Context: an optimization exercise on an open-source flow, tuned for small area. The choices shown serve that exercise and are no tape-out recipe.
In this exercise RTL edits were held to simulation tests only and were not proved equivalent to the original.

yarrow:
==> flow/design.v <==
module nChannelServoController (
	input clock,
	input reset,
	input [7:0] control,
	input [3:0] address,
	input load,
	output [15:0] pwm,
	output reg [6:0] decodedValue1,
	output reg [6:0] decodedValue2
);
function [6:0] seg7;
	input [3:0] v;
	case (v)
		4'h0: seg7 = 7'b1000000;
		4'h1: seg7 = 7'b1111001;
		4'h2: seg7 = 7'b0100100;
		4'h3: seg7 = 7'b0110000;
		4'h4: seg7 = 7'b0011001;
		4'h5: seg7 = 7'b0010010;
		4'h6: seg7 = 7'b0000010;
		4'h7: seg7 = 7'b0111000;
		4'h8: seg7 = 7'b0000000;
		4'h9: seg7 = 7'b0011000;
		4'hA: seg7 = 7'b1001000;
		4'hB: seg7 = 7'b0000011;
		4'hC: seg7 = 7'b0100111;
		4'hD: seg7 = 7'b0100000;
		4'hE: seg7 = 7'b0000100;
		4'hF: seg7 = 7'b0001110;
	endcase
endfunction
always @(*) begin
	decodedValue1 = seg7(control[3:0]);
	decodedValue2 = seg7(control[7:4]);
end
localparam [3:0] P = 4'd8;
localparam [4:0] E = 5'd10;
reg [3:0] ptr;
reg [4:0] slow;
wire wrap = (ptr == P);
wire send = (slow == E);
wire tick = wrap & send;
always @(posedge clock) begin
	if (reset) begin
		ptr  <= P;
		slow <= E;
	end else begin
		ptr  <= {ptr[2:0], ptr[3] ^ ptr[2]};
		slow <= {slow[3] & ~send, slow[2:0], slow[4] ^ slow[2]};
	end
end
reg [7:0] lo;
reg [3:0] hi;
always @(posedge clock) begin
	if (reset) begin
		lo <= 8'hC1;
		hi <= 4'd0;
	end else if (tick) begin
		lo <= lo + 8'd1;
		if (lo == 8'hFF)
			hi <= hi + 4'd1;
		else if (lo == 8'hC0 && hi == 4'd10)
			hi <= 4'd0;
	end
end
function le8;
	input [7:0] a;
	input [7:0] b;
	integer j;
	reg l;
	begin
		l = 1'b1;
		for (j = 0; j < 8; j = j + 1)
			l = (b[j] & l) | (b[j] & ~a[j]) | (l & ~a[j]);
		le8 = l;
	end
endfunction
function high;
	input [7:0] d;
	input [7:0] lo_;
	input [3:0] hi_;
	high = (hi_ == 4'd0) | ((hi_ == 4'd1) & le8(lo_, d));
endfunction
reg [3:0] paddr;
reg [7:0] pctl;
always @(posedge clock) begin
	if (reset | tick)
		paddr <= (load & ~reset) ? ~address : 4'h0;
	if (tick)
		pctl <= control;
end
reg sweep;
always @(posedge clock)
	sweep <= reset | (sweep & ~(wrap & ~tick));
reg [8:0] ring [0:14];			 
wire wr = (paddr == ptr);
wire [8:0] ins = wr ? {1'b1, pctl} : {ring[0][8] & ~sweep, ring[0][7:0]};
integer j;
always @(posedge clock) begin
	for (j = 0; j < 14; j = j + 1)
		ring[j] <= ring[j + 1];
	ring[14] <= ins;
end
localparam [59:0] POS = {4'd1, 4'd2, 4'd5, 4'd3, 4'd9, 4'd6, 4'd11, 4'd0, 4'd4, 4'd8, 4'd10, 4'd14, 4'd7, 4'd13, 4'd12};
reg [14:0] shadow;
always @(posedge clock)
	shadow <= {ring[0][8] & high(ring[0][7:0], lo, hi), shadow[14:1]};
wire upd = tick & ~sweep;
wire ovr = ~reset & high(control, lo, hi);
reg [14:0] pwm_r;
genvar r;
generate
	for (r = 0; r < 15; r = r + 1) begin : ch
		wire sel = reset | (tick & load & (address == r));
		always @(posedge clock)
			pwm_r[r] <= sel ? ovr : (upd ? shadow[POS[4*r +: 4]] : pwm_r[r]);
	end
endgenerate
reg [7:0] duty15;
reg loaded15;
reg pwm15;
wire sel15 = tick & load & (address == 4'd15);
wire [7:0] duty15_n = sel15 ? control : duty15;
wire loaded15_n = ~reset & (loaded15 | sel15);
always @(posedge clock) begin
	duty15 <= duty15_n;
	loaded15 <= loaded15_n;
	if (reset)
		pwm15 <= 1'b0;
	else if (tick)
		pwm15 <= loaded15_n & high(duty15_n, lo, hi);
end
assign pwm = {pwm15, pwm_r};
endmodule
clock: 20.0 ns
lec_check: 0
abc_area: 1
cap_margin: 20
core_margin: 2
core_utilization: 60
cts_buf_list: sky130_fd_sc_hd__clkbuf_8
cts_cluster_diameter: 100
cts_cluster_size: 16
slew_margin: 20
run.sh (not shown) runs the stock make flow with config.mk's settings and CLKGATE_MAP_FILE= SYNTH_SCRIPT=/design/flow/synth_recipe.tcl, a recipe that flattens the netlist after the stock synthesis.
--- input diff yarrow..willow ---
==> flow/flow/run.sh (new file) <==
#!/bin/bash
# The standard layout with two changes:
#  - synthesis maps the combinational logic with flow/abc_area.script (see
#    flow/synth.tcl); everything else in synthesis is synth_recipe.tcl;
#  - the input and output port buffers are made from the smallest buffer cell
#    (sky130_fd_sc_hd__buf_1) instead of the one buffer_ports picks by default.
set -euo pipefail
export FLOW_WORK="$PWD"
export BUFFER_PORTS_ARGS="-buffer_cell sky130_fd_sc_hd__buf_1"
sed "s#SYNTH_SCRIPT=[^ ]*#SYNTH_SCRIPT=$PWD/flow/synth.tcl#" standard.sh > own.sh
grep -q "SYNTH_SCRIPT=$PWD/flow/synth.tcl" own.sh
bash own.sh > standard.log 2>&1
==> flow/flow/abc_area.script (new file) <==
strash
dch
map -a
strash
dch
map -a
topo
dnsize -c
==> flow/flow/synth.tcl (new file) <==
# The standard flow's synthesis script (synth_recipe.tcl, run unchanged) with one change:
# the abc call that maps the combinational logic reads flow/abc_area.script,
# an area-only mapping, instead of ORFS's abc_area.script. Registers are
# mapped before abc, by dfflibmap, exactly as in the standard synthesis.
set my_abc_script [file join $::env(FLOW_WORK) flow abc_area.script]
rename abc my_yosys_abc
proc abc {args} {
  set i [lsearch -exact $args -script]
  if { $i >= 0 } {
    set args [lreplace $args [expr { $i + 1 }] [expr { $i + 1 }] $::my_abc_script]
  }
  puts "abc script: $::my_abc_script"
  my_yosys_abc {*}$args
}
source [file join $::env(FLOW_WORK) synth_recipe.tcl]
==> flow/standard.sh (new file) <==
#!/bin/bash
# synth_recipe.tcl (not shown) runs the flow's synth.tcl, then flattens the netlist and writes it again
# the make line also repeats each setting of config.mk as NAME=value (left out here)
make -C /OpenROAD-flow-scripts/flow DESIGN_CONFIG=/design/flow/config.mk WORK_HOME=/design/flow/orfs CLKGATE_MAP_FILE= SYNTH_SCRIPT=/design/flow/synth_recipe.tcl "${@:-finish}"
removed: flow/run.sh
[summary]
willow: aborted in 1_2_yosys (tool error).
[inputs] xenon vs willow
==> flow/flow/synth.tcl <==
# The standard flow's synthesis script (synth_recipe.tcl, run unchanged) with one change:
# the abc call that maps the combinational logic reads flow/abc_area.script,
# an area-only mapping, instead of ORFS's abc_area.script. Registers are
# mapped before abc, by dfflibmap, exactly as in the standard synthesis.
set my_abc_script [file join $::env(FLOW_WORK) flow abc_area.script]
proc abc {args} {
  set i [lsearch -exact $args -script]
  if { $i >= 0 } {
    set args [lreplace $args [expr { $i + 1 }] [expr { $i + 1 }] $::my_abc_script]
  }
  puts "abc script: $::my_abc_script"
  yosys abc {*}$args
}
source [file join $::env(FLOW_WORK) synth_recipe.tcl]
- No stage failed in xenon, and the final checks on the layout all came back clean.
Changes in lagoon relative to xenon:
==> flow/flow/run.sh <==
#!/bin/bash
# The standard layout, with the input and output port buffers made from
# the smallest buffer cell (sky130_fd_sc_hd__buf_1) instead of the one
# buffer_ports picks by default. Everything else is the standard flow.
set -euo pipefail
export BUFFER_PORTS_ARGS="-buffer_cell sky130_fd_sc_hd__buf_1"
bash standard.sh > standard.log 2>&1
removed: flow/flow/abc_area.script
removed: flow/flow/synth.tcl
Findings:
- Comparing number of inverters outside the clock class in the layout for lagoon and xenon, the bigger number came from lagoon.
- Diff xenon -> lagoon: wire length of the first global-routing pass saw an increase, count of cell types in the netlist climbed about 60%, total nets after synthesis increased by about 17% relative to the old numbers.
- Diff lagoon and xenon: netlist area before placement lower in xenon

[afterwards: timing with drivers on the ports]
The flow's constraints put no driver on any port. The routed layouts listed below were extracted and timed again, unchanged, in two steps. Step 1 assumes that a clkbuf_16 drives the clock port and a buf_2 every other input. Step 2 times the ports against the registers' clock, not the clock port: input delays grow and output delays shrink by t, the midpoint of the rising clock arrivals with the driver on. Slacks: ideal ports / drivers / drivers and shift; pairs: ideal ports / drivers.
| run | t, ns | setup WS [ns] | worst data-port slew with drivers (ns) | cell pins on the clock port's net |
|---|---|---|---|---|
| yarrow | 0.500 | 9.819 / 9.795 / 9.795 | 0.04 | 1 |
| xenon | 0.511 | 10.535 / 10.512 / 10.512 | 0.03 | 1 |
| lagoon | 0.520 | 10.533 / 10.510 / 10.510 | 0.04 | 1 |
After both steps setup and hold are still met in every run listed. The setup slack of yarrow, which loses most, moves by -0.024 ns with the drivers and by -0.024 ns with both steps.
